Background: an optimization exercise with open tools, aiming at small area and a short achievable clock period. Do not read the settings as production practice.
Where RTL was checked, it was by simulation tests only, not by an equivalence proof against the original.
No functional check of the RTL was part of runs 1, 2 and 4.
Power figures rest on the tool's default switching activity, not on a simulated workload.

$ cat config.mk
export PLATFORM = sky130hd
export DESIGN_NAME = OV7670
export DESIGN_NICKNAME = OV7670
export VERILOG_FILES = /design/flow/design.v
export SDC_FILE = /design/flow/constraint.sdc
export NUM_CORES = 4
export LEC_CHECK = 0
export CAP_MARGIN = 20
export CORE_MARGIN = 2
export CORE_UTILIZATION = 40
export SETUP_SLACK_MARGIN = 5
export SLEW_MARGIN = 20
$ cat constraint.sdc
create_clock -name core_clock -period 8.0 [get_ports {Pclock}]
set_input_delay 1.6000 -clock core_clock [delete_from_list [all_inputs] [get_ports {Pclock}]]
set_output_delay 1.6000 -clock core_clock [all_outputs]
set_load 0.01 [all_outputs]
$ cat design.v
module OV7670_gt #(parameter W = 8) (input [W-1:0] a, input [W-1:0] b, output y);
	wire [W:0] g;
	assign g[0] = 1'b0;
	genvar i;
	generate for (i = 0; i < W; i = i + 1) begin : s
		assign g[i+1] = (a[i] & ~b[i]) | ((a[i] | ~b[i]) & g[i]);
	end endgenerate
	assign y = g[W];
endmodule
module OV7670_inc #(parameter W = 8) (input [W-1:0] q, input en, output [W-1:0] y, output all1);
	wire [W:0] t;
	assign t[0] = 1'b1;
	genvar i;
	generate for (i = 0; i < W; i = i + 1) begin : s
		assign t[i+1] = t[i] & q[i];
		assign y[i] = q[i] ^ (en & t[i]);
	end endgenerate
	assign all1 = t[W];
endmodule
module OV7670_updn #(parameter W = 8) (input [W-1:0] q, input up, input dn, output [W-1:0] y);
	wire [W:0] c;
	assign c[0] = up | dn;
	genvar i;
	generate for (i = 0; i < W; i = i + 1) begin : s
		assign c[i+1] = c[i] & (q[i] ^ dn);
		assign y[i] = q[i] ^ c[i];
	end endgenerate
endmodule
module OV7670_col(
	input clk,
	input rst,
	input clr,        
	input vs_rise,
	input fall,       
	input rowclr,     
	input fresh,
	input fire,       
	output reg [11:0] Prom,
	output reg [7:0] Inc,
	output reg [7:0] D
);
	reg [5:0] A, P;
	wire [11:0] prom_n;
	wire [5:0] a_n;
	wire prom_all1, a_all1;
	OV7670_inc #(12) iprom(.q(Prom), .en(fire), .y(prom_n), .all1(prom_all1));
	OV7670_inc #(6) ia(.q(A), .en(fire), .y(a_n), .all1(a_all1));
	wire up, dn;
	OV7670_gt #(6) cup(.a(A), .b(P), .y(up));
	OV7670_gt #(6) cdn(.a(P), .b(A), .y(dn));
	wire [7:0] inc_n;
	OV7670_updn #(8) uinc(.q(Inc), .up(up), .dn(dn), .y(inc_n));
	wire inc_is0 = ~|Inc;
	wire inc_is255 = &Inc;
	wire d_is0 = ~|D;
	wire d_zero = fresh | (up & d_is0 & ~inc_is255) | (dn & inc_is0);
	wire d_full = up & inc_is255;
	wire [7:0] d_step;
	OV7670_updn #(8) ud(.q(D), .up(dn), .dn(up), .y(d_step));
	always @(posedge clk) begin
		Prom <= clr ? 12'd0 : prom_n;
		A <= (clr | rowclr) ? 6'd0 : a_n;
		if (clr) P <= 6'd0;
		else if (rowclr) P <= A;
		if (rst) Inc <= 8'd0;
		else if (vs_rise) Inc <= 8'd100;
		else if (fall) Inc <= inc_n;
		if (fall) D <= d_zero ? 8'd0 : d_full ? 8'd255 : d_step;
	end
endmodule
module OV7670(
	input Reset,
	output reg [11:0]  PixelData,
	output [14:0] PAddress,
	output reg WPixel,
	input Pclock,
	input Href,
	input Vsync,
	input [7:0] Data,
	output reg [1:0] Promedio,
	output reg [1:0] Forma
);
	reg Href_prev, VSync_prev, Sync;
	reg [7:0] XPixel, YPixel;
	reg [10:0] PAhi;             
	reg [1:0] fcol;              
	reg fk;                      
	reg fresh;                   
	reg [2:0] fd;                
	reg gRG, gGR, gRB, gBR, gGB, gBG;  
	assign PAddress = {PAhi, XPixel[3:0]};
	wire vs_rise = Vsync & ~VSync_prev;
	wire fall    = ~Vsync & ~Href & Href_prev;
	wire hi_byte = ~Vsync & Href & ~Sync;
	wire lo_byte = ~Vsync & Href & Sync;
	wire clr = Reset | vs_rise;
	wire [7:0] xp1, yp1;
	wire x_all1, y_all1;
	OV7670_inc #(8) ix(.q(XPixel), .en(1'b1), .y(xp1), .all1(x_all1));
	OV7670_inc #(8) iy(.q(YPixel), .en(1'b1), .y(yp1), .all1(y_all1));
	wire x_ge175 = XPixel[7] & (XPixel[6] | XPixel[5] & (XPixel[4] | (&XPixel[3:0])));
	wire x_gt175 = XPixel[7] & (XPixel[6] | XPixel[5] & XPixel[4]);
	wire y_ge143 = YPixel[7] & (YPixel[6] | YPixel[5] | YPixel[4] | (&YPixel[3:0]));
	wire y_gt143 = YPixel[7] & (YPixel[6] | YPixel[5] | YPixel[4]);
	wire x_out_inc = x_ge175 & ~x_all1;
	wire y_out_inc = y_ge143 & ~y_all1;
	wire pd_zero = ~Vsync & (fall ? y_out_inc : (y_gt143 | (lo_byte ? x_out_inc : x_gt175)));
	wire x_lo15 = &XPixel[3:0];
	wire [6:0] U = PAhi[10:4];
	wire [3:0] L = PAhi[3:0];
	wire [6:0] u_up, u_dn;
	wire u_all1;
	OV7670_inc #(7) iu(.q(U), .en(1'b1), .y(u_up), .all1(u_all1));
	OV7670_updn #(7) du(.q(U), .up(1'b0), .dn(1'b1), .y(u_dn));
	wire [4:0] li = {1'b0, L} + 5'd1;
	wire [6:0] ui = li[4] ? (x_all1 ? U : u_up) : (x_all1 ? u_dn : U);
	wire [10:0] pa_inc = {ui, li[3:0]};
	wire [4:0] dfl = 5'd11 - {1'b0, XPixel[7:4]};
	wire [4:0] lf = {1'b0, L} + {1'b0, dfl[3:0]};
	wire [6:0] uf = lf[4] ? (dfl[4] ? U : u_up) : (dfl[4] ? u_dn : U);
	wire [10:0] pa_fall = y_all1 ? 11'd0 : {uf, lf[3:0]};
	wire xwin = (XPixel >= 8'd38) & (XPixel <= 8'd136);
	wire ywin = (YPixel >= 8'd23) & (YPixel <= 8'd121);
	wire [3:0] cR = PixelData[11:8];
	wire [3:0] cG = PixelData[7:4];
	wire [3:0] cB = Data[7:4];
	wire rgtg, ggtr, mgtb, bgtm;
	OV7670_gt #(4) c0(.a(cR), .b(cG), .y(rgtg));
	OV7670_gt #(4) c1(.a(cG), .b(cR), .y(ggtr));
	wire [3:0] cM = rgtg ? cR : cG;
	OV7670_gt #(4) c2(.a(cM), .b(cB), .y(mgtb));
	OV7670_gt #(4) c3(.a(cB), .b(cM), .y(bgtm));
	wire wpre = Sync & xwin & ywin;
	wire armR = wpre & fk & (fcol == 2'd1) & rgtg;
	wire armG = wpre & fk & (fcol == 2'd2) & ggtr;
	wire armB = wpre & fk & (fcol == 2'd3);
	wire act = Href & ~Vsync;
	wire fireR = act & armR & mgtb;
	wire fireG = act & armG & mgtb;
	wire fireB = act & armB & bgtm;
	wire win = act & wpre;
	wire bdom = bgtm;
	wire gdom = ggtr & mgtb;
	wire rdom = rgtg & mgtb;
	wire [1:0] c = {bdom | gdom, bdom | rdom};
	wire upd = win & (bdom | gdom | rdom);
	wire same = (fcol == c);
	wire rowclr = fall & ~VSync_prev;
	wire [11:0] PR, PG, PB;
	wire [7:0] IR, IG, IB, DR, DG, DB;
	OV7670_col colR(.clk(Pclock), .rst(Reset), .clr(clr), .vs_rise(vs_rise), .fall(fall), .rowclr(rowclr), .fresh(fresh), .fire(fireR), .Prom(PR), .Inc(IR), .D(DR));
	OV7670_col colG(.clk(Pclock), .rst(Reset), .clr(clr), .vs_rise(vs_rise), .fall(fall), .rowclr(rowclr), .fresh(fresh), .fire(fireG), .Prom(PG), .Inc(IG), .D(DG));
	OV7670_col colB(.clk(Pclock), .rst(Reset), .clr(clr), .vs_rise(vs_rise), .fall(fall), .rowclr(rowclr), .fresh(fresh), .fire(fireB), .Prom(PB), .Inc(IB), .D(DB));
	wire eRG = (PR == PG);
	wire eRB = (PR == PB);
	wire eGB = (PG == PB);
	wire zR = ~|PR;
	wire zG = ~|PG;
	wire zB = ~|PB;
	reg nRG, nGR, nRB, nBR, nGB, nBG;
	always @(*) begin
		{nRG, nGR, nRB, nBR, nGB, nBG} = {gRG, gGR, gRB, gBR, gGB, gBG};
		if (fd[0]) begin  
			nRG = ~zR & ~gGR;  nGR = zR ? ~zG : gGR & ~eRG;
			nRB = ~zR & ~gBR;  nBR = zR ? ~zB : gBR & ~eRB;
		end
		if (fd[1]) begin  
			nGR = ~zG & ~gRG;  nRG = zG ? ~zR : gRG & ~eRG;
			nGB = ~zG & ~gBG;  nBG = zG ? ~zB : gBG & ~eGB;
		end
		if (fd[2]) begin  
			nBR = ~zB & ~gRB;  nRB = zB ? ~zR : gRB & ~eRB;
			nBG = ~zB & ~gGB;  nGB = zB ? ~zG : gGB & ~eGB;
		end
	end
	wire rwin = nRG & nRB;
	wire gwin = nGR & nGB;
	wire bwin = nBR & nBG;
	wire [7:0] Isel = rwin ? IR : gwin ? IG : IB;
	wire [7:0] Dsel = rwin ? DR : gwin ? DG : DB;
	wire inrange = (Isel > 8'd88) & (Isel < 8'd112);
	wire dgt12 = (Dsel > 8'd12);
	wire [1:0] f_shape = inrange ? ((fresh | dgt12) ? 2'b10 : 2'b01) : 2'b11;
	wire [1:0] p_n = rwin ? 2'b01 : gwin ? 2'b10 : bwin ? 2'b11 : 2'b00;
	wire [1:0] f_n = (rwin | gwin | bwin) ? f_shape : 2'b00;
	always @(posedge Pclock) begin
		if (Reset) begin
			Href_prev <= 1'b0;
			VSync_prev <= 1'b0;
			Sync <= 1'b0;
			WPixel <= 1'b0;
			XPixel <= 8'd0;
			YPixel <= 8'd0;
			PAhi <= 11'd0;
			PixelData <= 12'd0;
			fcol <= 2'd0;
			fk <= 1'b0;
			fresh <= 1'b1;
			fd <= 3'd0;
			{gRG, gGR, gRB, gBR, gGB, gBG} <= 6'd0;
			Promedio <= 2'd0;
			Forma <= 2'd0;
		end else begin
			Href_prev <= Href;
			VSync_prev <= Vsync;
			Sync <= hi_byte;
			WPixel <= lo_byte;
			if (Vsync | fall) XPixel <= 8'd0;
			else if (lo_byte) XPixel <= xp1;
			if (Vsync) YPixel <= 8'd0;
			else if (fall) YPixel <= yp1;
			if (Vsync) PAhi <= 11'd0;
			else if (fall) PAhi <= pa_fall;
			else if (lo_byte & x_lo15) PAhi <= pa_inc;
			if (pd_zero) PixelData <= 12'd0;
			else begin
				if (hi_byte) PixelData[11:4] <= Data;
				if (lo_byte) PixelData[3:0] <= Data[7:4];
			end
			if (upd) begin
				if (same & fk) begin
					fcol <= 2'd0;
					fk <= 1'b0;
				end else if (same) begin
					fk <= 1'b1;
				end else begin
					fcol <= c;
					fk <= 1'b0;
				end
			end
			fd <= {fireB, fireG, fireR};
			if (vs_rise) {gRG, gGR, gRB, gBR, gGB, gBG} <= 6'd0;
			else {gRG, gGR, gRB, gBR, gGB, gBG} <= {nRG, nGR, nRB, nBR, nGB, nBG};
			if (vs_rise) fresh <= 1'b1;
			else if (fall) fresh <= 1'b0;
			if (vs_rise) begin
				Promedio <= p_n;
				Forma <= f_n;
			end
		end
	end
endmodule
$ cat flow/run.sh
#!/bin/bash
# The standard layout, except that:
#  - the combinational logic of the standard synthesis is mapped again by ABC
#    with an area-recovering script (registers, their names and cell types
#    are untouched);
#  - the input and output ports get plain buffers instead of the default
#    delay buffer.
set -euo pipefail
W=$PWD
R=$W/orfs/results/sky130hd/OV7670/base
LIB=/OpenROAD-flow-scripts/flow/platforms/sky130hd/lib/sky130_fd_sc_hd__tt_025C_1v80.lib
YOSYS=/OpenROAD-flow-scripts/tools/install/yosys/bin/yosys
BP='BUFFER_PORTS_ARGS=-buffer_cell sky130_fd_sc_hd__buf_2'
bash standard.sh "$BP" $R/1_2_yosys.v > standard_synth.log 2>&1
cp $R/1_2_yosys.v $W/synth_standard.v
# combinational cells of the library as logic, for the re-mapping
$YOSYS -q -p "read_liberty -ignore_miss_func $LIB; delete *df* *dl* *sdf* *edf* *probe* *lpflow* *conb*; write_verilog -noattr $W/cells_comb.v" > cells_comb.log 2>&1
cat > $W/reabc.ys <<EOY
read_liberty -lib $LIB
read_verilog $W/synth_standard.v
hierarchy -top OV7670
techmap -map $W/cells_comb.v
techmap
opt -fast
opt_clean
abc -script $W/flow/reabc.script -liberty $LIB -D 3000 -dont_use sky130_fd_sc_hd__probe_p_8 -dont_use sky130_fd_sc_hd__probec_p_8 -dont_use sky130_fd_sc_hd__lpflow_bleeder_1 -dont_use sky130_fd_sc_hd__lpflow_clkbufkapwr_1 -dont_use sky130_fd_sc_hd__lpflow_clkbufkapwr_16 -dont_use sky130_fd_sc_hd__lpflow_clkbufkapwr_2 -dont_use sky130_fd_sc_hd__lpflow_clkbufkapwr_4 -dont_use sky130_fd_sc_hd__lpflow_clkbufkapwr_8 -dont_use sky130_fd_sc_hd__lpflow_clkinvkapwr_1 -dont_use sky130_fd_sc_hd__lpflow_clkinvkapwr_16 -dont_use sky130_fd_sc_hd__lpflow_clkinvkapwr_2 -dont_use sky130_fd_sc_hd__lpflow_clkinvkapwr_4 -dont_use sky130_fd_sc_hd__lpflow_clkinvkapwr_8 -dont_use sky130_fd_sc_hd__lpflow_decapkapwr_12 -dont_use sky130_fd_sc_hd__lpflow_decapkapwr_3 -dont_use sky130_fd_sc_hd__lpflow_decapkapwr_4 -dont_use sky130_fd_sc_hd__lpflow_decapkapwr_6 -dont_use sky130_fd_sc_hd__lpflow_decapkapwr_8 -dont_use sky130_fd_sc_hd__lpflow_inputiso0n_1 -dont_use sky130_fd_sc_hd__lpflow_inputiso0p_1 -dont_use sky130_fd_sc_hd__lpflow_inputiso1n_1 -dont_use sky130_fd_sc_hd__lpflow_inputiso1p_1 -dont_use sky130_fd_sc_hd__lpflow_inputisolatch_1 -dont_use sky130_fd_sc_hd__lpflow_isobufsrc_1 -dont_use sky130_fd_sc_hd__lpflow_isobufsrc_16 -dont_use sky130_fd_sc_hd__lpflow_isobufsrc_2 -dont_use sky130_fd_sc_hd__lpflow_isobufsrc_4 -dont_use sky130_fd_sc_hd__lpflow_isobufsrc_8 -dont_use sky130_fd_sc_hd__lpflow_isobufsrckapwr_16 -dont_use sky130_fd_sc_hd__lpflow_lsbuf_lh_hl_isowell_tap_1 -dont_use sky130_fd_sc_hd__lpflow_lsbuf_lh_hl_isowell_tap_2 -dont_use sky130_fd_sc_hd__lpflow_lsbuf_lh_hl_isowell_tap_4 -dont_use sky130_fd_sc_hd__lpflow_lsbuf_lh_isowell_4 -dont_use sky130_fd_sc_hd__lpflow_lsbuf_lh_isowell_tap_1 -dont_use sky130_fd_sc_hd__lpflow_lsbuf_lh_isowell_tap_2 -dont_use sky130_fd_sc_hd__lpflow_lsbuf_lh_isowell_tap_4 
opt_clean -purge
hilomap -singleton -hicell sky130_fd_sc_hd__conb_1 HI -locell sky130_fd_sc_hd__conb_1 LO
insbuf -buf sky130_fd_sc_hd__buf_4 A X
splitnets
opt_clean -purge
stat -liberty $LIB
check -assert -mapped
write_verilog -noattr -nohex -nodec $R/1_2_yosys.v
EOY
$YOSYS -s $W/reabc.ys > reabc.log 2>&1
bash standard.sh "$BP" finish > standard_finish.log 2>&1
$ cat flow/reabc.script
strash
dch -f
map -a
mfs2
strash
dch -f
map -a
topo
stime -c
buffer -c
upsize -c
dnsize -c
$ cat standard.sh
#!/bin/bash
# synth_recipe.tcl (not shown) runs the flow's synth.tcl, then flattens the netlist and writes it again
# the make line also repeats each setting of config.mk as NAME=value (left out here)
make -C /OpenROAD-flow-scripts/flow DESIGN_CONFIG=/design/flow/config.mk WORK_HOME=/design/flow/orfs CLKGATE_MAP_FILE= SYNTH_SCRIPT=/design/flow/synth_recipe.tcl "${@:-finish}"
==> run notes, run 1 <==
Status = timing/DRC/antenna clean
CP Data Required Time = 8.31 ns
Fill count = 2,188
Largest net degree at the start of global routing = 55
Unrepaired setup endpoints after global routing = true
H-tree Lvls = 4
Area growth syn-to-layout = 32.5%
Critical Path Fanout Max = 7
Vias in the first global route = 9,095
Max VDD drop = 0.140 mV
Hold Vio Cnt, Final = 0
Clock slew at reported path FFs = 0.07 ns
Starting density of the core = 40.4%
Tot GR Track Use = 20.3%
CP max-delay cell = a221o_2
DRC viols = 0
Num CTS Buffers = 17
Initial antenna violation count = 0
RD Place Congestion = 0.859
Worst hold-check path type = reg -> reg
Layout Skew = 0.00860 ns
Routed vias = 9,940
Crit share post-route = 48.1%
Row cnt = 57
Tmin final = 3.85 ns
Clock tree buffer depth = 2
Drt initial violations = 775
WP buf/inv = 15
Ports = 44
Core area = 24,000 µm²
Ys Warns = 2
Area of the multi-input gates = 5600 µm²
Aggregate global routing overflow = 0
Drt pass-1 iters = 7
Slew @ Worst Pin = 0.739 ns
Worst setup SP type = input port
CP dominant cell by count = buf_6
Max cap viols = 0
Post-Route WL = 27,500 µm
Synth Area per Inst = 7.00 µm²
Pwr dens = 151 nW/µm²
CP Class = in -> reg
Clock latency (worst-skew pair) = 0.43 ns
Syn nets = 1,399
Syn Std Cell Area = 9710 µm²
Reg area = 3850 µm²
Full die area = 25,500 µm²
Crit-path cells = buf_8, inv_6, nor3_4, inv_2, buf_6, buf_4, buf_6, buf_6, buf_6, buf_6, buf_6, buf_6, buf_6, buf_6, buf_6, nor2_4, clkinv_4, a31oi_4, a221o_2, o2111a_1, nor3_1
Post-route ant nets = 0
NumNets Final = 1,570
Routed length per instance = 14.5 µm
DP HPWL = 17,100 µm
Die width = 160 µm
Final setup TNS = 0 ns
Syn Inst Count = 1,387
CTS Hold Bufs = 0
Arr. time, crit path = 4.15 ns
Total power = 1.94 mW
CTS sink count = 180
FMAX = 260 MHz
Layout cell share with drive strength beyond 1 = 26.0%
Final setup violation count = 0
First-pass GRT wire length = 43,300 µm
# port buffers = 43
DR vias/cell = 5.25
N_diodes = 0
Crit. End Element = flip-flop
Crit-path max cell delay = 0.30 ns
Leakage power total = 5.36 nW
Family with the most delay on the worst path = buffers and inverters
Die height = 160 µm
Slew Limit Fails = 0
CTS tree = yes
Worst slew margin = 50.3%
CTS root buf = clkbuf_16
[worst reg2reg max path, delay by kind of cell, from the launching register on]
kind	cells	cell delay, ns
and+or+nand+nor	14	1.48
buffers and inverters	10	0.77
AOI/OAI and AO/OA	5	0.64
DFF	1	0.49
[placed cells by master (no fill, tap or decap), types with 5 or more instances in the layout]
cell type / count
a211oi_1: 16
a21oi_1: 100
a21oi_2: 13
a22oi_1: 6
a31oi_1: 14
buf_2: 41
buf_4: 79
buf_6: 55
clkbuf_16: 17
clkbuf_8: 8
dfxtp_1: 152
edfxtp_1: 24
inv_1: 175
inv_2: 28
nand2_1: 132
nand2_2: 24
nand2_4: 6
nand3_1: 45
nand4_1: 17
nor2_1: 203
nor2_2: 17
nor2_4: 27
nor3_1: 46
nor3_2: 18
nor3_4: 7
nor4_1: 17
o211ai_1: 5
o21a_1: 7
o21ai_0: 104
o21ai_1: 20
o21ai_2: 9
o22ai_1: 12
or2_2: 6
xor2_1: 37
[path summary, 6_finish.rpt]
check	start	slack, ns	cells after the start	endpoint
hold reg to reg	colB.A[5]$_SDFF_PP0_	0.45	1	colB.A[5]$_SDFF_PP0_
setup reg to reg	PixelData[5]$_SDFFE_PP0P_	4.56	29	colR.Prom[8]$_SDFF_PP0_
hold / removal	colB.A[5]$_SDFF_PP0_	0.45	1	colB.A[5]$_SDFF_PP0_
setup / recovery	Href	4.15	21	PAhi[10]$_SDFFE_PP0P_
[power breakdown]
part           switching (mW)  internal [mW]  total (mW)
clock network           0.348          0.496       0.844
registers              0.0144          0.927       0.941
logic                   0.101         0.0551       0.156
total                   0.463           1.48        1.94
[registers in the layout (all words and copies together), names as in the netlist, 8 cells and up]
signal,flops
colG.Prom,12
colB.D,8
PixelData,12
YPixel,8
colB.Inc,8
colG.D,8
colR.Prom,12
XPixel,8
colR.Inc,8
colB.Prom,12
colR.D,8
colG.Inc,8
PAhi,11
[what timing repair did]
item / in CTS / in global routing
endpoints found under the setup margin: 129 / 114
pin swaps: 58 / 72
buffers inserted: 89 / 43
gates cloned: 4 / 0
resized for setup: 123 / 148
[cell type report]
cell class	instances	area share, %
clock buffer	29	4.28
multi-input combinational	961	43.6
tap	324	3.15
clock inverter	3	0.311
timing repair inverter	2	0.117
inverter	215	6.69
sequential	180	29.9
timing repair buffer	181	11.9
[stage by stage]
stage               worst slack, ns  hold slack, ns  instance area, µm²  util, %  std cells
global placement               3.40           0.442               10300     42.7       1727
finish                         4.15           0.451               12900     53.5       1895
global route                   4.02           0.498               12900     53.5       1895
floorplan                      4.13           0.422                9790        -       1387
CTS                            4.28           0.455               12000     50.0       1852
detailed placement             3.32           0.443               10300     42.7       1727
[metal layers]
metal	wire (µm)	GRT usage, %	up-vias
li1	-	-	5010
met2	13000	33.9	238
met1	12900	27.2	4650
met3	1090	3.12	42
met4	543	6.31	0
met5	0	0	-
==> run 2: changes to the inputs <==
--- a/design.v
+++ b/design.v
@@ -86,4 +86,7 @@
 	reg [1:0] fcol;              
 	reg fk;                      
+	reg rgtg, ggtr;              
+	reg [3:0] cM;                
+	reg armW, armR, armG, armB;  
 	reg fresh;                   
 	reg [2:0] fd;                
@@ -122,22 +125,28 @@
 	wire xwin = (XPixel >= 8'd38) & (XPixel <= 8'd136);
 	wire ywin = (YPixel >= 8'd23) & (YPixel <= 8'd121);
-	wire [3:0] cR = PixelData[11:8];
-	wire [3:0] cG = PixelData[7:4];
+	wire [3:0] dR = Data[7:4];
+	wire [3:0] dG = Data[3:0];
+	wire d_rgtg, d_ggtr;
+	OV7670_gt #(4) c0(.a(dR), .b(dG), .y(d_rgtg));
+	OV7670_gt #(4) c1(.a(dG), .b(dR), .y(d_ggtr));
+	wire d_wpre = ~Reset & hi_byte & xwin & ywin;
+	always @(posedge Pclock) begin
+		rgtg <= d_rgtg;
+		ggtr <= d_ggtr;
+		cM <= d_rgtg ? dR : dG;
+		armW <= d_wpre;
+		armR <= d_wpre & fk & (fcol == 2'd1) & d_rgtg;
+		armG <= d_wpre & fk & (fcol == 2'd2) & d_ggtr;
+		armB <= d_wpre & fk & (fcol == 2'd3);
+	end
 	wire [3:0] cB = Data[7:4];
-	wire rgtg, ggtr, mgtb, bgtm;
-	OV7670_gt #(4) c0(.a(cR), .b(cG), .y(rgtg));
-	OV7670_gt #(4) c1(.a(cG), .b(cR), .y(ggtr));
-	wire [3:0] cM = rgtg ? cR : cG;
+	wire mgtb, bgtm;
 	OV7670_gt #(4) c2(.a(cM), .b(cB), .y(mgtb));
 	OV7670_gt #(4) c3(.a(cB), .b(cM), .y(bgtm));
-	wire wpre = Sync & xwin & ywin;
-	wire armR = wpre & fk & (fcol == 2'd1) & rgtg;
-	wire armG = wpre & fk & (fcol == 2'd2) & ggtr;
-	wire armB = wpre & fk & (fcol == 2'd3);
 	wire act = Href & ~Vsync;
 	wire fireR = act & armR & mgtb;
 	wire fireG = act & armG & mgtb;
 	wire fireB = act & armB & bgtm;
-	wire win = act & wpre;
+	wire win = act & armW;
 	wire bdom = bgtm;
 	wire gdom = ggtr & mgtb;
==> flow/reabc.script (replaced) <==
&get -n
&st
&dch
&nf
&st
&syn2
&if -g -K 6
&synch2
&nf
&st
&syn2
&if -g -K 6
&synch2
&nf
&st
&syn2
&if -g -K 6
&synch2
&nf
&st
&syn2
&if -g -K 6
&synch2
&nf
&st
&syn2
&if -g -K 6
&synch2
&nf
&put
buffer -c
topo
stime -c
upsize -c
dnsize -c
==> run 2 against run 1 <==
Worst setup slack better by 0.82 ns. Count of clock-buffer cells in the layout is 12 lower. Hold slack better by 0.014 ns. Combinational power fell by 21%. First-iteration DRC count shrank 27%. Critical path depth shrank 11. Die area increased by 12%. Clock power grew 8.1%. Via count down 1.9%. Clock skew is 0.011 ns higher. Final area rose by 1.4%. Wire length decreased by 1.1%.
==> run notes, run 2 <==
Status = timing/DRC/antenna clean (unchanged)
RD Place Congestion = 0.804 (was 0.859)
CP dominant cell by count = buf_12 (was buf_6)
Core area = 26,800 µm² (was 24,000 µm²)
Slew @ Worst Pin = 0.943 ns (was 0.739 ns)
N_diodes = 0 (unchanged)
Layout Skew = 0.0196 ns (was 0.00860 ns)
NumNets Final = 1,408 (was 1,570)
Area growth syn-to-layout = 19.9% (was 32.5%)
Reg2reg path depth = 8 (was 29)
Ys Warns = 2 (unchanged)
Routed vias = 9,751 (was 9,940)
Unrepaired setup endpoints after global routing = true (unchanged)
Post-route ant nets = 0 (unchanged)
FMAX = 331 MHz (was 260 MHz)
Initial antenna violation count = 0 (unchanged)
First-pass GRT wire length = 44,700 µm (was 43,300 µm)
Die width = 169 µm (was 160 µm)
Family with the most delay on the worst path = compound AO/OA/AOI/OAI gates (was buffers and inverters)
DRC viols = 0 (unchanged)
Crit-path max cell delay = 0.39 ns (was 0.30 ns)
Num CTS Buffers = 17 (unchanged)
Pwr dens = 155 nW/µm² (was 151 nW/µm²)
Routed length per instance = 15.5 µm (was 14.5 µm)
Clock slew at reported path FFs = 0.08 ns (was 0.07 ns)
Drt initial violations = 569 (was 775)
DR vias/cell = 5.57 (was 5.25)
Tot GR Track Use = 18.9% (was 20.3%)
Leakage power total = 4.71 nW (was 5.36 nW)
Syn Std Cell Area = 10,900 µm² (was 9710 µm²)
Tmin final = 3.02 ns (was 3.85 ns)
Drt pass-1 iters = 6 (was 7)
Die height = 169 µm (was 160 µm)
Final setup TNS = 0 ns (unchanged)
Slew Limit Fails = 0 (unchanged)
Hold Vio Cnt, Final = 0 (unchanged)
H-tree Lvls = 4 (unchanged)
Post-Route WL = 27,200 µm (was 27,500 µm)
Worst slew margin = 36.6% (was 50.3%)
Starting density of the core = 40.6% (was 40.4%)
Final setup violation count = 0 (unchanged)
Vias in the first global route = 8,950 (was 9,095)
Synth Area per Inst = 8.22 µm² (was 7.00 µm²)
Ports = 44 (unchanged)
Worst hold-check path type = reg -> reg (unchanged)
Layout cell share with drive strength beyond 1 = 18.0% (was 26.0%)
Largest net degree at the start of global routing = 42 (was 55)
Core Util, Final = 48.7% (was 53.5%)
Full die area = 28,500 µm² (was 25,500 µm²)
Syn Inst Count = 1,324 (was 1,387)
# port buffers = 43 (unchanged)
CP Class = in -> reg (unchanged)
CP max-delay cell = o311a_4 (was a221o_2)
Most frequent cells in the layout = dfxtp_1, nor2_1, nand2_1, xor2_1, a21oi_1 (was nor2_1, inv_1, dfxtp_1, nand2_1, o21ai_0)
Clock tree buffer depth = 2 (unchanged)
Max cap viols = 0 (unchanged)
Clock latency (worst-skew pair) = 0.45 ns (was 0.43 ns)
Hold path depth = 2 (was 1)
WP buf/inv = 2 (was 15)
Critical Path Fanout Max = 6 (was 7)
Row cnt = 60 (was 57)
Logic depth of the worst path, buffers included = 10 (was 21)
CP Data Required Time = 8.31 ns (about the same)
Aggregate global routing overflow = 0 (unchanged)
Crit. End Element = flip-flop (unchanged)
Max VDD drop = 0.151 mV (was 0.140 mV)
Syn nets = 1,336 (was 1,399)
Crit share post-route = 37.8% (was 48.1%)
Commonest non-fill, non-tap cell in the layout = dfxtp_1 (was nor2_1)
Arr. time, crit path = 3.34 ns (was 4.15 ns)
CTS tree = yes (unchanged)
CTS sink count = 190 (was 180)
Reg2reg setup slack = 5.17 ns (was 4.56 ns)
Worst setup SP type = input port (unchanged)
DP HPWL = 18,100 µm (was 17,100 µm)
CTS root buf = clkbuf_16 (unchanged)
Crit-path cells = buf_12, nor2b_4, o311a_4, o31a_1, nor3_4, buf_12, and4_4, nand3_2, xor2_1, nor2_1 (was buf_8, inv_6, nor3_4, inv_2, buf_6, buf_4, buf_6, buf_6, buf_6, buf_6, buf_6, buf_6, buf_6, buf_6, buf_6, nor2_4, clkinv_4, a31oi_4, a221o_2, o2111a_1, nor3_1)
## run 2: cell type report
cell class,instances,area [µm²]
Multi-Input combinational cell,1060,7020
Tap cell,341,427
Clock buffer,17,425
Sequential cell,190,4040
Timing Repair Buffer,93,744
Clock inverter,15,216
Fill cell,2484,13800
Inverter,32,143
Timing Repair inverter,2,17.5
## run 2: what timing repair did
item | in CTS | in global routing
gates resized for setup | 38 | 32
hold buffers | 0 | 0
setup endpoints to repair | 106 | 67
setup buffers | 34 | 14
gates cloned | 2 | 1
pin swaps | 20 | 28
## run 2: worst paths after layout
path / from / endpoint
worst min register to register: PixelData[10]$_SDFFE_PP0P_ / PixelData[10]$_SDFFE_PP0P_
worst min-delay path: PixelData[10]$_SDFFE_PP0P_ / PixelData[10]$_SDFFE_PP0P_
worst max register to register: colB.A[1]$_SDFF_PP0_ / colB.D[5]$_SDFFCE_PP0P_
worst max-delay path: Data[5] / colB.Prom[9]$_SDFF_PP0_
## run 2: worst min-delay path: cells and delay by family, from the launching register on
kind            cells  cell delay, ns
flops               1            0.32
simple gates        1            0.05
compound gates      1            0.05
## run 2: per-stage QoR
step	total power [mW]	std cells	area (µm²)	setup WS [ns]	hold slack, ns
2_1_floorplan	1.08	1324	11300	4.65	0.440
3_3_place_gp	1.11	1667	11600	3.96	0.445
3_5_place_dp	1.11	1667	11600	3.97	0.453
4_1_cts	2.04	1735	12800	4.98	0.465
5_1_grt	2.10	1750	13000	4.89	0.483
6_report	2.03	1750	13000	4.98	0.465
## run 2: where the power goes
group          leakage (nW)  switching [mW]  internal, mW
Combinational          2.83          0.0737        0.0504
Clock                 0.307           0.471         0.441
Sequential             1.57          0.0156         0.975
Total                  4.71           0.560          1.47
## run 2: layer usage
metal | GRT usage [%] | share of wire [%] | up-vias
li1 | - | - | 4917
met1 | 25.9 | 49 | 4622
met2 | 31.4 | 47 | 194
met3 | 2.99 | 3.4 | 18
met4 | 4.46 | 0.94 | 0
met5 | 0 | 0 | -
==> run 3: changes to the inputs <==
--- a/design.v
+++ b/design.v
@@ -9,20 +9,16 @@
 endmodule
 module OV7670_inc #(parameter W = 8) (input [W-1:0] q, input en, output [W-1:0] y, output all1);
-	wire [W:0] t;
-	assign t[0] = 1'b1;
+	assign y[0] = q[0] ^ en;
 	genvar i;
-	generate for (i = 0; i < W; i = i + 1) begin : s
-		assign t[i+1] = t[i] & q[i];
-		assign y[i] = q[i] ^ (en & t[i]);
+	generate for (i = 1; i < W; i = i + 1) begin : s
+		assign y[i] = q[i] ^ (en & (&q[i-1:0]));
 	end endgenerate
-	assign all1 = t[W];
+	assign all1 = &q;
 endmodule
 module OV7670_updn #(parameter W = 8) (input [W-1:0] q, input up, input dn, output [W-1:0] y);
-	wire [W:0] c;
-	assign c[0] = up | dn;
+	assign y[0] = q[0] ^ (up | dn);
 	genvar i;
-	generate for (i = 0; i < W; i = i + 1) begin : s
-		assign c[i+1] = c[i] & (q[i] ^ dn);
-		assign y[i] = q[i] ^ c[i];
+	generate for (i = 1; i < W; i = i + 1) begin : s
+		assign y[i] = q[i] ^ ((up & (&q[i-1:0])) | (dn & ~(|q[i-1:0])));
 	end endgenerate
 endmodule
@@ -38,5 +34,6 @@
 	output reg [11:0] Prom,
 	output reg [7:0] Inc,
-	output reg [7:0] D
+	output reg [7:0] D,
+	output [1:0] shape   
 );
 	reg [5:0] A, P;
@@ -58,4 +55,7 @@
 	wire [7:0] d_step;
 	OV7670_updn #(8) ud(.q(D), .up(dn), .dn(up), .y(d_step));
+	wire inrange = (Inc > 8'd88) & (Inc < 8'd112);
+	wire dgt12 = (D > 8'd12);
+	assign shape = inrange ? ((fresh | dgt12) ? 2'b10 : 2'b01) : 2'b11;
 	always @(posedge clk) begin
 		Prom <= clr ? 12'd0 : prom_n;
@@ -152,13 +152,15 @@
 	wire gdom = ggtr & mgtb;
 	wire rdom = rgtg & mgtb;
-	wire [1:0] c = {bdom | gdom, bdom | rdom};
-	wire upd = win & (bdom | gdom | rdom);
-	wire same = (fcol == c);
+	wire [1:0] cm = rgtg ? 2'd1 : 2'd2;
+	wire mdom = mgtb & (rgtg | ggtr);
+	wire sameB = (fcol == 2'd3);
+	wire sameM = (fcol == cm);
 	wire rowclr = fall & ~VSync_prev;
 	wire [11:0] PR, PG, PB;
 	wire [7:0] IR, IG, IB, DR, DG, DB;
-	OV7670_col colR(.clk(Pclock), .rst(Reset), .clr(clr), .vs_rise(vs_rise), .fall(fall), .rowclr(rowclr), .fresh(fresh), .fire(fireR), .Prom(PR), .Inc(IR), .D(DR));
-	OV7670_col colG(.clk(Pclock), .rst(Reset), .clr(clr), .vs_rise(vs_rise), .fall(fall), .rowclr(rowclr), .fresh(fresh), .fire(fireG), .Prom(PG), .Inc(IG), .D(DG));
-	OV7670_col colB(.clk(Pclock), .rst(Reset), .clr(clr), .vs_rise(vs_rise), .fall(fall), .rowclr(rowclr), .fresh(fresh), .fire(fireB), .Prom(PB), .Inc(IB), .D(DB));
+	wire [1:0] SR, SG, SB;
+	OV7670_col colR(.clk(Pclock), .rst(Reset), .clr(clr), .vs_rise(vs_rise), .fall(fall), .rowclr(rowclr), .fresh(fresh), .fire(fireR), .Prom(PR), .Inc(IR), .D(DR), .shape(SR));
+	OV7670_col colG(.clk(Pclock), .rst(Reset), .clr(clr), .vs_rise(vs_rise), .fall(fall), .rowclr(rowclr), .fresh(fresh), .fire(fireG), .Prom(PG), .Inc(IG), .D(DG), .shape(SG));
+	OV7670_col colB(.clk(Pclock), .rst(Reset), .clr(clr), .vs_rise(vs_rise), .fall(fall), .rowclr(rowclr), .fresh(fresh), .fire(fireB), .Prom(PB), .Inc(IB), .D(DB), .shape(SB));
 	wire eRG = (PR == PG);
 	wire eRB = (PR == PB);
@@ -186,9 +188,5 @@
 	wire gwin = nGR & nGB;
 	wire bwin = nBR & nBG;
-	wire [7:0] Isel = rwin ? IR : gwin ? IG : IB;
-	wire [7:0] Dsel = rwin ? DR : gwin ? DG : DB;
-	wire inrange = (Isel > 8'd88) & (Isel < 8'd112);
-	wire dgt12 = (Dsel > 8'd12);
-	wire [1:0] f_shape = inrange ? ((fresh | dgt12) ? 2'b10 : 2'b01) : 2'b11;
+	wire [1:0] f_shape = rwin ? SR : gwin ? SG : SB;
 	wire [1:0] p_n = rwin ? 2'b01 : gwin ? 2'b10 : bwin ? 2'b11 : 2'b00;
 	wire [1:0] f_n = (rwin | gwin | bwin) ? f_shape : 2'b00;
@@ -227,14 +225,10 @@
 				if (lo_byte) PixelData[3:0] <= Data[7:4];
 			end
-			if (upd) begin
-				if (same & fk) begin
-					fcol <= 2'd0;
-					fk <= 1'b0;
-				end else if (same) begin
-					fk <= 1'b1;
-				end else begin
-					fcol <= c;
-					fk <= 1'b0;
-				end
+			if (win & bdom) begin
+				fcol <= (sameB & fk) ? 2'd0 : 2'd3;
+				fk <= sameB & ~fk;
+			end else if (win & mdom) begin
+				fcol <= (sameM & fk) ? 2'd0 : cm;
+				fk <= sameM & ~fk;
 			end
 			fd <= {fireB, fireG, fireR};
==> run 3 against run 2 <==
Still clean. Non-clock buffer count fell by 15. Hold slack got worse by 0.011 ns. Clock power decreased by 7.2%. Combinational power down about 10%. First-iteration DRC count increased by 0.70%. Final area shrank 6.2%. Worst setup slack worse by 0.066 ns. Critical endpoint is now PAhi[6]$_SDFFE_PP0P_.
==> run notes, run 3 <==
Status = timing/DRC/antenna clean (unchanged)
Pwr dens = 159 nW/µm² (was 155 nW/µm²)
Hold Vio Cnt, Final = 0 (unchanged)
Final setup TNS = 0 ns (unchanged)
Num CTS Buffers = 17 (unchanged)
CTS Hold Bufs = 0 (unchanged)
DR vias/cell = 5.59 (was 5.57)
Arr. time, crit path = 3.44 ns (was 3.34 ns)
Tmin final = 3.09 ns (was 3.02 ns)
CP Data Required Time = 8.35 ns (was 8.31 ns)
Die height = 167 µm (was 169 µm)
Aggregate global routing overflow = 0 (unchanged)
Worst hold slack = 0.454 ns (was 0.465 ns)
Reg2reg setup slack = 5.12 ns (was 5.17 ns)
Crit-path cells = buf_8, nor2b_4, nand2b_4, buf_12, clkinv_16, o21ai_4, nor3_4, a211oi_4, buf_6, nand2b_4, mux4_2, a221oi_2 (was buf_12, nor2b_4, o311a_4, o31a_1, nor3_4, buf_12, and4_4, nand3_2, xor2_1, nor2_1)
Post-Route WL = 26,800 µm (was 27,200 µm)
Syn Inst Count = 1,273 (was 1,324)
CP Launch Point = Href (was Data[5])
Clock tree buffer depth = 2 (unchanged)
Reg2reg path depth = 7 (was 8)
Full die area = 27,700 µm² (was 28,500 µm²)
Row cnt = 59 (was 60)
Critical R2R Launch = XPixel[4]$_SDFFE_PP0P_ (was colB.A[1]$_SDFF_PP0_)
Max cap viols = 0 (unchanged)
Leakage power total = 4.38 nW (was 4.71 nW)
Commonest non-fill, non-tap cell in the layout = dfxtp_1 (unchanged)
Crit. End Element = flip-flop (unchanged)
Worst slew margin = 39.3% (was 36.6%)
Syn nets = 1,285 (was 1,336)
Ys Warns = 2 (unchanged)
Unrepaired setup endpoints after global routing = true (unchanged)
Reg area = 4040 µm² (unchanged)
Worst hold-check path type = reg -> reg (unchanged)
Tot GR Track Use = 19.0% (was 18.9%)
Max VDD drop = 0.121 mV (was 0.151 mV)
End point of the critical path = PAhi[6]$_SDFFE_PP0P_ (was colB.Prom[9]$_SDFF_PP0_)
Most frequent cells in the layout = dfxtp_1, nor2_1, nand2_1, a21oi_1, xor2_1 (was dfxtp_1, nor2_1, nand2_1, xor2_1, a21oi_1)
Crit share post-route = 38.6% (was 37.8%)
Starting density of the core = 40.7% (was 40.6%)
# port buffers = 43 (unchanged)
Initial antenna violation count = 0 (unchanged)
Worst setup SP type = input port (unchanged)
CP dominant cell by count = nand2b_4 (was buf_12)
DP HPWL = 17,700 µm (was 18,100 µm)
CTS sink count = 190 (unchanged)
NumNets Final = 1,342 (was 1,408)
Ports = 44 (unchanged)
Drt pass-1 iters = 5 (was 6)
CTS root buf = clkbuf_16 (unchanged)
First-pass GRT wire length = 44,300 µm (was 44,700 µm)
FMAX = 324 MHz (was 331 MHz)
Layout Skew = 0.0134 ns (was 0.0196 ns)
DRC viols = 0 (unchanged)
Synth Area per Inst = 8.30 µm² (was 8.22 µm²)
Final setup margin = 4.91 ns (was 4.98 ns)
Die width = 167 µm (was 169 µm)
Slew Limit Fails = 0 (unchanged)
Drt initial violations = 573 (was 569)
Largest net degree at the start of global routing = 45 (was 42)
Core area = 26,000 µm² (was 26,800 µm²)
Final setup violation count = 0 (unchanged)
Critical Path Fanout Max = 8 (was 6)
Post-route ant nets = 0 (unchanged)
Vias in the first global route = 8,759 (was 8,950)
Slew @ Worst Pin = 0.908 ns (was 0.943 ns)
Area of the multi-input gates = 6470 µm² (was 7020 µm²)
N_diodes = 0 (unchanged)
CP max-delay cell = mux4_2 (was o311a_4)
CP Class = in -> reg (unchanged)
Clock slew at reported path FFs = 0.07 ns (was 0.08 ns)
Fill count = 2,566 (was 2,484)
Syn Std Cell Area = 10,600 µm² (was 10,900 µm²)
Pre-CTS setup slack = 3.58 ns (was 3.97 ns)
Clock latency (worst-skew pair) = 0.44 ns (was 0.45 ns)
Routed vias = 9,378 (was 9,751)
RD Place Congestion = 0.833 (was 0.804)
Layout cell share with drive strength beyond 1 = 13.4% (was 18.0%)
CTS tree = yes (unchanged)
H-tree Lvls = 4 (unchanged)
Area growth syn-to-layout = 15.8% (was 19.9%)
Routed length per instance = 16.0 µm (was 15.5 µm)
Crit-path max cell delay = 0.48 ns (was 0.39 ns)
R2r endpoint = PAhi[6]$_SDFFE_PP0P_ (was colB.D[5]$_SDFFCE_PP0P_)
run 3: critical path: cells and delay by family:
family          cells  cell delay, ns
simple gates        4            0.57
compound gates      3            0.36
buf+inv             4            0.44
mux                 1            0.48
run 3: power by group:
group	switching (mW)	leakage [nW]	internal [mW]
Sequential	0.0129	1.59	0.975
Combinational	0.0704	2.52	0.0408
Clock	0.426	0.280	0.420
run 3: stage by stage:
stage | utilization [%] | area [µm²] | total power, mW | cells
global route | 47.1 | 12200 | 2.02 | 1678
detailed placement | 43.0 | 11200 | 1.11 | 1614
global placement | 43.0 | 11200 | 1.11 | 1614
finish | 47.1 | 12200 | 1.95 | 1678
CTS | 46.4 | 12100 | 1.96 | 1666
floorplan | - | 10700 | 1.08 | 1273
run 3: timing repair:
item,in CTS,in global routing
endpoints found under the hold margin,0,0
gates cloned,3,2
pin swaps,5,10
setup buffers,17,10
resized for setup,23,19
endpoints found under the setup margin,96,59
run 3: how the worst min path moves through the flow:
stage	depth (start not counted)	from	end
after floorplan	2	colG.P[1]$_SDFFE_PP0P_	colG.P[1]$_SDFFE_PP0P_
after global placement	2	PixelData[10]$_SDFFE_PP0P_	PixelData[10]$_SDFFE_PP0P_
after detailed placement	2	Promedio[1]$_SDFFE_PP0P_	Promedio[1]$_SDFFE_PP0P_
after CTS	2	Promedio[1]$_SDFFE_PP0P_	Promedio[1]$_SDFFE_PP0P_
after global routing	2	PixelData[4]$_SDFFE_PP0P_	PixelData[4]$_SDFFE_PP0P_
final	2	Promedio[1]$_SDFFE_PP0P_	Promedio[1]$_SDFFE_PP0P_
run 3: layout make-up:
type	instances	area share [%]
Timing Repair Buffer	78	4.47
Inverter	32	1.20
Multi-Input combinational cell	1009	52.9
Sequential cell	190	33.0
Clock buffer	19	3.54
Timing Repair inverter	2	0.266
Tap cell	335	3.43
Clock inverter	13	1.17
run 3: layer usage:
metal | part of all wire [%] | global-route usage, % | up-vias
met5 | 0 | 0 | -
met4 | 0.83 | 3.64 | 0
met3 | 5.0 | 3.54 | 16
met2 | 46 | 31.3 | 200
met1 | 48 | 26.1 | 4465
li1 | - | - | 4697
==> run 4: changes to the inputs <==
--- a/design.v
+++ b/design.v
@@ -37,13 +37,17 @@
 	output [1:0] shape   
 );
-	reg [5:0] A, P;
-	wire [11:0] prom_n;
+	reg [5:0] A;      
+	reg [6:0] E;      
+	wire fbk = Prom[11] ^ Prom[5] ^ Prom[3] ^ Prom[0] ^ ~|Prom[10:0];
+	wire [11:0] prom_n = fire ? {Prom[10:0], fbk} : Prom;
 	wire [5:0] a_n;
-	wire prom_all1, a_all1;
-	OV7670_inc #(12) iprom(.q(Prom), .en(fire), .y(prom_n), .all1(prom_all1));
+	wire a_all1;
 	OV7670_inc #(6) ia(.q(A), .en(fire), .y(a_n), .all1(a_all1));
-	wire up, dn;
-	OV7670_gt #(6) cup(.a(A), .b(P), .y(up));
-	OV7670_gt #(6) cdn(.a(P), .b(A), .y(dn));
+	wire [6:0] e_dec;
+	OV7670_updn #(7) ue(.q(E), .up(1'b0), .dn(1'b1), .y(e_dec));
+	wire [6:0] E1 = {e_dec[6] ^ a_all1, e_dec[5:0]};
+	wire [6:0] e_n = fire ? E1 : E;
+	wire up = E[6];
+	wire dn = ~E[6] & (|E[5:0]);
 	wire [7:0] inc_n;
 	OV7670_updn #(8) uinc(.q(Inc), .up(up), .dn(dn), .y(inc_n));
@@ -61,6 +65,7 @@
 		Prom <= clr ? 12'd0 : prom_n;
 		A <= (clr | rowclr) ? 6'd0 : a_n;
-		if (clr) P <= 6'd0;
-		else if (rowclr) P <= A;
+		if (clr) E <= 7'd0;
+		else if (rowclr) E <= {1'b0, A};
+		else E <= e_n;
 		if (rst) Inc <= 8'd0;
 		else if (vs_rise) Inc <= 8'd100;
@@ -119,7 +124,12 @@
 	wire [6:0] ui = li[4] ? (x_all1 ? U : u_up) : (x_all1 ? u_dn : U);
 	wire [10:0] pa_inc = {ui, li[3:0]};
-	wire [4:0] dfl = 5'd11 - {1'b0, XPixel[7:4]};
-	wire [4:0] lf = {1'b0, L} + {1'b0, dfl[3:0]};
-	wire [6:0] uf = lf[4] ? (dfl[4] ? U : u_up) : (dfl[4] ? u_dn : U);
+	wire [3:0] x4 = XPixel[7:4];
+	wire [3:0] lfs = L + 4'd11 - x4;
+	wire [4:0] x4p4 = {1'b0, x4} + 5'd4;
+	wire fup;
+	OV7670_gt #(5) cfu(.a({1'b0, L}), .b(x4p4), .y(fup));
+	wire fdn = ~L[3] & ~L[2] & x4[3] & x4[2] & ((x4[1] & ~L[1]) | ((x4[1] | ~L[1]) & (x4[0] | ~L[0])));
+	wire [6:0] uf = fup ? u_up : fdn ? u_dn : U;
+	wire [4:0] lf = {1'b0, lfs};
 	wire [10:0] pa_fall = y_all1 ? 11'd0 : {uf, lf[3:0]};
 	wire xwin = (XPixel >= 8'd38) & (XPixel <= 8'd136);
--- a/config.mk
+++ b/config.mk
@@ -6,7 +6,8 @@
 export NUM_CORES = 4
 export LEC_CHECK = 0
-export CAP_MARGIN = 20
+export CAP_MARGIN = 10
 export CORE_MARGIN = 2
 export CORE_UTILIZATION = 40
+export CTS_BUF_LIST = sky130_fd_sc_hd__clkbuf_4 sky130_fd_sc_hd__clkbuf_8
 export SETUP_SLACK_MARGIN = 5
-export SLEW_MARGIN = 20
+export SLEW_MARGIN = 10
==> run 4 against run 3 <==
Flip-flop and latch count grew 3. Non-clock buffer count up 30. Critical path type unchanged. Final area about the same. Critical path depth shrank 2. Combinational power up 5%. Worst setup slack got worse by 0.28 ns. Via count shrank 8.1%. Synthesized cell count shrank 6.7%. Die area down 6.3%. Still clean.
==> run notes, run 4 <==
Status = timing/DRC/antenna clean (unchanged)
First-pass GRT wire length = 40,000 µm (was 44,300 µm)
Final setup TNS = 0 ns (unchanged)
Starting density of the core = 40.7% (about the same)
Reg2reg setup slack = 5.25 ns (was 5.12 ns)
Die height = 161 µm (was 167 µm)
Post-route ant nets = 0 (unchanged)
Post-Layout Inst Area = 12,200 µm² (about the same)
CP Data Required Time = 8.42 ns (was 8.35 ns)
Clock slew at reported path FFs = 0.11 ns (was 0.07 ns)
# port buffers = 43 (unchanged)
Drt initial violations = 494 (was 573)
Arr. time, crit path = 3.80 ns (was 3.44 ns)
Tmin final = 3.37 ns (was 3.09 ns)
Clock latency (worst-skew pair) = 0.48 ns (was 0.44 ns)
Unrepaired setup endpoints after global routing = true (unchanged)
Full die area = 26,000 µm² (was 27,700 µm²)
Reg2reg path depth = 7 (unchanged)
Worst slew margin = 44.5% (was 39.3%)
CTS tree = yes (unchanged)
Fill count = 2,267 (was 2,566)
Critical R2R Launch = colR.E[0]$_SDFFE_PP0P_ (was XPixel[4]$_SDFFE_PP0P_)
R2r endpoint = colR.D[0]$_SDFFCE_PP0P_ (was PAhi[6]$_SDFFE_PP0P_)
Layout Skew = 0.0143 ns (was 0.0134 ns)
CTS Hold Bufs = 0 (unchanged)
Worst Hold Launch = PixelData[2]$_SDFFE_PP0P_ (was Promedio[1]$_SDFFE_PP0P_)
Syn Std Cell Area = 9890 µm² (was 10,600 µm²)
Die width = 161 µm (was 167 µm)
CTS root buf = clkbuf_8 (was clkbuf_16)
Sw frac = 26.8% (was 26.2%)
Drt pass-1 iters = 7 (was 5)
Layout cell share with drive strength beyond 1 = 19.2% (was 13.4%)
Placed cells = 1,518 (was 1,614)
Reg area = 4100 µm² (was 4040 µm²)
Aggregate global routing overflow = 0 (unchanged)
Area growth syn-to-layout = 23.7% (was 15.8%)
Share of power burned in registers = 56.1% (was 50.8%)
DRC viols = 0 (unchanged)
Leakage power total = 4.33 nW (was 4.38 nW)
Max cap viols = 0 (unchanged)
H-tree Lvls = 4 (unchanged)
Clock tree buffer depth = 2 (unchanged)
Synth Area per Inst = 8.32 µm² (was 8.30 µm²)
DR vias/cell = 5.36 (was 5.59)
Post-Route WL = 25,000 µm (was 26,800 µm)
Critical Path Fanout Max = 2 (was 8)
Slew @ Worst Pin = 0.829 ns (was 0.908 ns)
Most frequent cells in the layout = dfxtp_1, nor2_1, nand2_1, a21oi_1, xnor2_1 (was dfxtp_1, nor2_1, nand2_1, a21oi_1, xor2_1)
Worst hold-check path type = reg -> reg (unchanged)
DP HPWL = 15,400 µm (was 17,700 µm)
Hold path depth = 2 (unchanged)
Clock power share = 37.4% (was 43.5%)
Crit. End Element = flip-flop (unchanged)
N_diodes = 0 (unchanged)
Crit share post-route = 42.2% (was 38.6%)
Commonest non-fill, non-tap cell in the layout = dfxtp_1 (unchanged)
CP Class = in -> reg (unchanged)
Final cell count without fillers = 1,610 (was 1,678)
Slew Limit Fails = 0 (unchanged)
Hold Vio Cnt, Final = 0 (unchanged)
FMAX = 296 MHz (was 324 MHz)
Row cnt = 57 (was 59)
Area of the multi-input gates = 6100 µm² (was 6470 µm²)
CTS sink count = 193 (was 190)
Pwr dens = 147 nW/µm² (was 159 nW/µm²)
Syn Inst Count = 1,188 (was 1,273)
RD Place Congestion = 0.780 (was 0.833)
Worst setup SP type = input port (unchanged)
Ys Warns = 2 (unchanged)
Core area = 24,300 µm² (was 26,000 µm²)
Combinational power share = 6.5% (was 5.7%)
NumNets Final = 1,285 (was 1,342)
Largest net degree at the start of global routing = 42 (was 45)
Worst Hold Endpoint = PixelData[2]$_SDFFE_PP0P_ (was Promedio[1]$_SDFFE_PP0P_)
Ports = 44 (unchanged)
Vias in the first global route = 7,875 (was 8,759)
Routed length per instance = 15.5 µm (was 16.0 µm)
Tot GR Track Use = 18.7% (was 19.0%)
Num CTS Buffers = 17 (unchanged)
Syn nets = 1,200 (was 1,285)
Placed Area = 10,600 µm² (was 11,200 µm²)
Final setup violation count = 0 (unchanged)
Initial antenna violation count = 0 (unchanged)
Routed vias = 8,623 (was 9,378)
Switching pwr = 482 µW (was 510 µW)
Max VDD drop = 0.0838 mV (was 0.121 mV)
Cell-internal power = 1.31 mW (was 1.44 mW)
[run 4: cell types whose count changed in the layout (fill, tap and decap cells not counted), moves of 11 or more]
cell | before | now
mux2i_1 | 14 | 32
clkbuf_8 | 0 | 18
xor2_1 | 77 | 61
nor2b_1 | 33 | 15
buf_6 | 3 | 18
clkbuf_16 | 17 | 6
nor4_1 | 24 | 10
nand3_1 | 42 | 30
nand3_2 | 0 | 13
inv_1 | 31 | 18
o21ai_1 | 1 | 29
a21oi_1 | 96 | 83
[run 4: power by group through the flow]
stage | sequential, mW | clock, mW | combinational (mW)
6_report | 1.01 | 0.671 | 0.117
5_1_grt | 1.01 | 0.729 | 0.128
4_1_cts | 1.01 | 0.689 | 0.106
3_5_place_dp | 1.03 | 0 | 0.0922
3_3_place_gp | 1.03 | 0 | 0.0914
2_1_floorplan | 1.03 | 0 | 0.0634
[run 4: worst max path at each step]
stage | from | endpoint | slack (ns) | cells past startpoint
4_1_cts | Data[4] | colG.E[5]$_SDFFE_PP0P_ | 4.69 | 10
5_1_grt | Vsync | PAhi[6]$_SDFFE_PP0P_ | 4.56 | 12
3_3_place_gp | Data[4] | colG.E[5]$_SDFFE_PP0P_ | 3.87 | 10
2_1_floorplan | Href | PAhi[6]$_SDFFE_PP0P_ | 4.36 | 9
6_report | Vsync | PAhi[6]$_SDFFE_PP0P_ | 4.63 | 10
3_5_place_dp | Data[4] | colG.E[5]$_SDFFE_PP0P_ | 3.85 | 10
[run 4: worst max-delay path, cell delays in order]
cell	delay, ns
buf_12	0.10
or3b_4	0.41
buf_12	0.14
a311o_1	0.26
a31o_1	0.21
nor2_2	0.15
a22oi_2	0.10
or2_0	0.25
mux4_2	0.46
a21oi_2	0.12
[run 4: through the flow]
step | utilization [%] | hold slack (ns) | power [mW] | setup WS (ns)
2_1_floorplan | - | 0.444 | 1.09 | 4.36
3_3_place_gp | 43.8 | 0.441 | 1.12 | 3.87
3_5_place_dp | 43.8 | 0.451 | 1.12 | 3.85
4_1_cts | 47.8 | 0.472 | 1.80 | 4.69
5_1_grt | 50.3 | 0.508 | 1.87 | 4.56
6_report | 50.3 | 0.471 | 1.79 | 4.63
[run 4: layout make-up]
cell class              instances  share of cell area (%)
multi-input cells             933                    49.9
flip-flops and latches        193                    33.5
repair buffers                108                    9.33
well taps                     324                    3.31
clock buffers                  18                    2.02
clock inverters                14                    1.32
inverters                      20                   0.614
[run 4: layer usage]
metal	track usage [%]	share of wire, %
met1	26.3	49
met2	29.9	46
met3	3.29	3.9
met4	4.63	1.0
met5	0	0
[run 4: timing repair]
| action | CTS | global route |
|---|---|---|
| pin swaps | 19 | 33 |
| endpoints found under the hold margin | 0 | 0 |
| gates resized for setup | 51 | 74 |
| setup buffers | 28 | 18 |
| setup endpoints to repair | 99 | 118 |
| cloned | 6 | 8 |
==> run 5: changes to the inputs <==
--- a/design.v
+++ b/design.v
@@ -45,7 +45,6 @@
 	OV7670_inc #(6) ia(.q(A), .en(fire), .y(a_n), .all1(a_all1));
 	wire [6:0] e_dec;
-	OV7670_updn #(7) ue(.q(E), .up(1'b0), .dn(1'b1), .y(e_dec));
-	wire [6:0] E1 = {e_dec[6] ^ a_all1, e_dec[5:0]};
-	wire [6:0] e_n = fire ? E1 : E;
+	OV7670_updn #(7) ue(.q(E), .up(1'b0), .dn(fire), .y(e_dec));
+	wire [6:0] e_n = {e_dec[6] ^ (fire & a_all1), e_dec[5:0]};
 	wire up = E[6];
 	wire dn = ~E[6] & (|E[5:0]);
--- a/config.mk
+++ b/config.mk
@@ -9,5 +9,5 @@
 export CORE_MARGIN = 2
 export CORE_UTILIZATION = 40
-export CTS_BUF_LIST = sky130_fd_sc_hd__clkbuf_4 sky130_fd_sc_hd__clkbuf_8
+export CTS_BUF_LIST = sky130_fd_sc_hd__clkbuf_8
 export SETUP_SLACK_MARGIN = 5
 export SLEW_MARGIN = 10
==> run 5 against run 4 <==
Clock power decreased by 1%. Global-route usage decreased by 0.45 points. Synthesized cell count increased by 2.6%. First-iteration DRC count increased by 6.9%. Non-clock buffer count decreased by 48. Count of clock-buffer cells in the layout unchanged. Core utilization decreased by 5.3 points. Clock skew increased by 0.016 ns. Hold slack got worse by 0.0029 ns. Flip-flop and latch count unchanged. Area after synthesis increased by 2.6%. Die area increased by 2.6%. Critical path type unchanged. Largest power group unchanged.
==> run notes, run 5 <==
CP max-delay cell = or3_1 (was mux4_2)
Worst setup SP type = input port (unchanged)
Unrepaired setup endpoints after global routing = true (unchanged)
GR Util met2 = 30.0% (was 29.9%)
RD Place Congestion = 0.808 (was 0.780)
CTS Hold Bufs = 0 (unchanged)
Leakage power total = 3.82 nW (was 4.33 nW)
Drt initial violations = 528 (was 494)
Crit-path max cell delay = 0.41 ns (was 0.46 ns)
Die width = 163 µm (was 161 µm)
Tot GR Track Use = 18.3% (was 18.7%)
Post-Route WL = 23,800 µm (was 25,000 µm)
Full die area = 26,700 µm² (was 26,000 µm²)
Core Util, Final = 45.0% (was 50.3%)
Clock slew at reported path FFs = 0.11 ns (about the same)
Max VDD drop = 0.130 mV (was 0.0838 mV)
Drt pass-1 iters = 5 (was 7)
H-tree Lvls = 4 (unchanged)
Hold Vio Cnt, Final = 0 (unchanged)
Slew @ Worst Pin = 0.890 ns (was 0.829 ns)
Aggregate global routing overflow = 0 (unchanged)
GR peak layer = met2 (unchanged)
Clock tree buffer depth = 2 (unchanged)
Met1 Track Usage GR = 24.8% (was 26.3%)
Worst Hold Launch = Promedio[1]$_SDFFE_PP0P_ (was PixelData[2]$_SDFFE_PP0P_)
Worst slew margin = 40.5% (was 44.5%)
Reg2reg path depth = 7 (unchanged)
Die height = 163 µm (was 161 µm)
Tmin final = 2.93 ns (was 3.37 ns)
Syn Inst Count = 1,219 (was 1,188)
NumNets Final = 1,260 (was 1,285)
CP Class = in -> reg (unchanged)
Pre-CTS setup slack = 3.67 ns (was 3.85 ns)
Core area = 25,000 µm² (was 24,300 µm²)
Worst Hold Endpoint = Promedio[1]$_SDFFE_PP0P_ (was PixelData[2]$_SDFFE_PP0P_)
Placed Area = 10,600 µm² (about the same)
Reg2reg setup slack = 5.55 ns (was 5.25 ns)
Commonest non-fill, non-tap cell in the layout = dfxtp_1 (unchanged)
Arr. time, crit path = 3.33 ns (was 3.80 ns)
Slew Limit Fails = 0 (unchanged)
Status = timing/DRC/antenna clean (unchanged)
Critical Path Fanout Max = 12 (was 2)
Ys Warns = 2 (unchanged)
Crit share post-route = 36.6% (was 42.2%)
Post-route ant nets = 0 (unchanged)
Clock latency (worst-skew pair) = 0.49 ns (was 0.48 ns)
Max cap viols = 0 (unchanged)
Crit-path cells = clkbuf_4, nand2b_1, nor2_4, nand3_4, or3_1, nor3b_1, a211oi_1 (was buf_12, or3b_4, buf_12, a311o_1, a31o_1, nor2_2, a22oi_2, or2_0, mux4_2, a21oi_2)
Placed cells = 1,546 (was 1,518)
Layout Skew = 0.0303 ns (was 0.0143 ns)
Num CTS Buffers = 17 (unchanged)
Ports = 44 (unchanged)
# port buffers = 43 (unchanged)
Met3 Use GR = 3.15% (was 3.29%)
Worst hold-check path type = reg -> reg (unchanged)
Critical R2R Launch = colG.E[2]$_SDFF_PP0_ (was colR.E[0]$_SDFFE_PP0P_)
Hold path depth = 2 (unchanged)
Final setup violation count = 0 (unchanged)
CTS tree = yes (unchanged)
Crit. End Element = flip-flop (unchanged)
FMAX = 341 MHz (was 296 MHz)
Final cell count without fillers = 1,591 (was 1,610)
DR vias/cell = 5.42 (was 5.36)
DP HPWL = 15,900 µm (was 15,400 µm)
Pwr dens = 159 nW/µm² (was 147 nW/µm²)
Final setup margin = 5.07 ns (was 4.63 ns)
Initial antenna violation count = 0 (unchanged)
CTS root buf = clkbuf_8 (unchanged)
Post-Layout Inst Area = 11,300 µm² (was 12,200 µm²)
DRC viols = 0 (unchanged)
R2r endpoint = colG.D[7]$_SDFFCE_PP0P_ (was colR.D[0]$_SDFFCE_PP0P_)
Final setup TNS = 0 ns (unchanged)
Layout cell share with drive strength beyond 1 = 11.8% (was 19.2%)
Worst hold slack = 0.468 ns (was 0.471 ns)
N_diodes = 0 (unchanged)
Starting density of the core = 40.5% (was 40.7%)
Largest net degree at the start of global routing = 59 (was 42)
Syn nets = 1,231 (was 1,200)
Routed vias = 8,617 (was 8,623)
First-pass GRT wire length = 39,800 µm (was 40,000 µm)
Total power = 1.79 mW (about the same)
CTS sink count = 193 (unchanged)
Vias in the first global route = 8,022 (was 7,875)
Most frequent cells in the layout = dfxtp_1, nor2_1, nand2_1, a21oi_1, xnor2_1 (unchanged)
Syn Std Cell Area = 10,200 µm² (was 9890 µm²)
Routed length per instance = 15.0 µm (was 15.5 µm)
CP Data Required Time = 8.40 ns (was 8.42 ns)
Synth Area per Inst = 8.33 µm² (was 8.32 µm²)
Area growth syn-to-layout = 10.9% (was 23.7%)
Row cnt = 58 (was 57)
run 5: changes by cell type in the layout (fill, tap and decap cells not counted), moves of 9 or more:
| cell | previous run | this run |
|---|---|---|
| o21ai_0 | 34 | 52 |
| mux2i_1 | 32 | 21 |
| nand3_2 | 13 | 1 |
| inv_1 | 18 | 34 |
| a31oi_1 | 5 | 16 |
| o21ai_2 | 11 | 2 |
| a21oi_1 | 83 | 113 |
| nor3_1 | 25 | 37 |
| o21ai_1 | 29 | 3 |
| buf_6 | 18 | 0 |
| o21a_1 | 4 | 13 |
run 5: power breakdown:
group,internal [mW],switching (mW)
clock,0.271,0.392
sequential,0.993,0.0145
combinational,0.0424,0.0763
total,1.31,0.483
run 5: area by class of cell:
cell class	instances	area [µm²]
Clock buffer	18	248
Clock inverter	14	163
Fill cell	2521	13800
Inverter	35	158
Multi-Input combinational cell	940	5820
Sequential cell	193	4100
Tap cell	330	413
Timing Repair Buffer	60	345
Timing Repair inverter	1	11.3
run 5: worst max path at each step:
| stage | startpoint | end | slack [ns] | cells after the start |
|---|---|---|---|---|
| floorplan | Vsync | PAhi[5]$_SDFFE_PP0P_ | 4.79 | 7 |
| global placement | Href | PAhi[10]$_SDFFE_PP0P_ | 3.76 | 9 |
| detailed placement | Href | PAhi[10]$_SDFFE_PP0P_ | 3.67 | 9 |
| CTS | Vsync | colG.E[4]$_SDFF_PP0_ | 4.94 | 7 |
| global route | Data[7] | colG.E[4]$_SDFF_PP0_ | 4.93 | 9 |
| finish | Vsync | colG.E[4]$_SDFF_PP0_ | 5.07 | 7 |
run 5: critical path, delay by kind of cell:
kind	cells	cell delay, ns
simple gates	5	1.30
buf+inv	1	0.18
compound gates	1	0.24
run 5: timing repair:
item / 4_1_cts / 5_1_grt
endpoints found under the setup margin: 79 / 25
buffers inserted: 6 / 4
gates resized for setup: 21 / 10
cloned: 1 / 2
pin swaps: 2 / 0
run 5: routing by layer:
metal	vias up	wire length (µm)
met1	4047	11500
met3	28	964
met2	176	11100
li1	4366	-
met5	-	0
met4	0	325

afterwards: timing with drivers on the ports:
How much do the figures lean on ideal ports? The routed layouts below were timed once more, with nothing changed but the port constraints. Step 1 sets driving cells, clkbuf_16 on the clock port and buf_2 on the other inputs (assumed; they add their load-dependent delay and slew). Step 2 moves the port delays by t, midway between the first and last clock arrival at a register: inputs arrive t later, outputs are due t later. That takes back most of the time a late clock gives input paths. Slacks: ideal ports / drivers / drivers and shift; pairs: ideal ports / drivers.
| run | t, ns | slack for setup (ns) | pins driven straight from the clock port |
|---|---|---|---|
| run 1 | 0.473 | 4.152 / 4.144 / 3.671 | 1 |
| run 2 | 0.489 | 4.976 / 4.962 / 4.473 | 1 |
| run 3 | 0.483 | 4.910 / 4.915 / 4.431 | 1 |
| run 4 | 0.512 | 4.626 / 4.619 / 4.107 | 1 |
| run 5 | 0.524 | 5.070 / 5.093 / 4.569 | 1 |
After both steps every run listed still meets setup and hold. For run 4, which loses most, drivers alone change the setup slack by -0.007 ns; drivers and shift together by -0.519 ns.
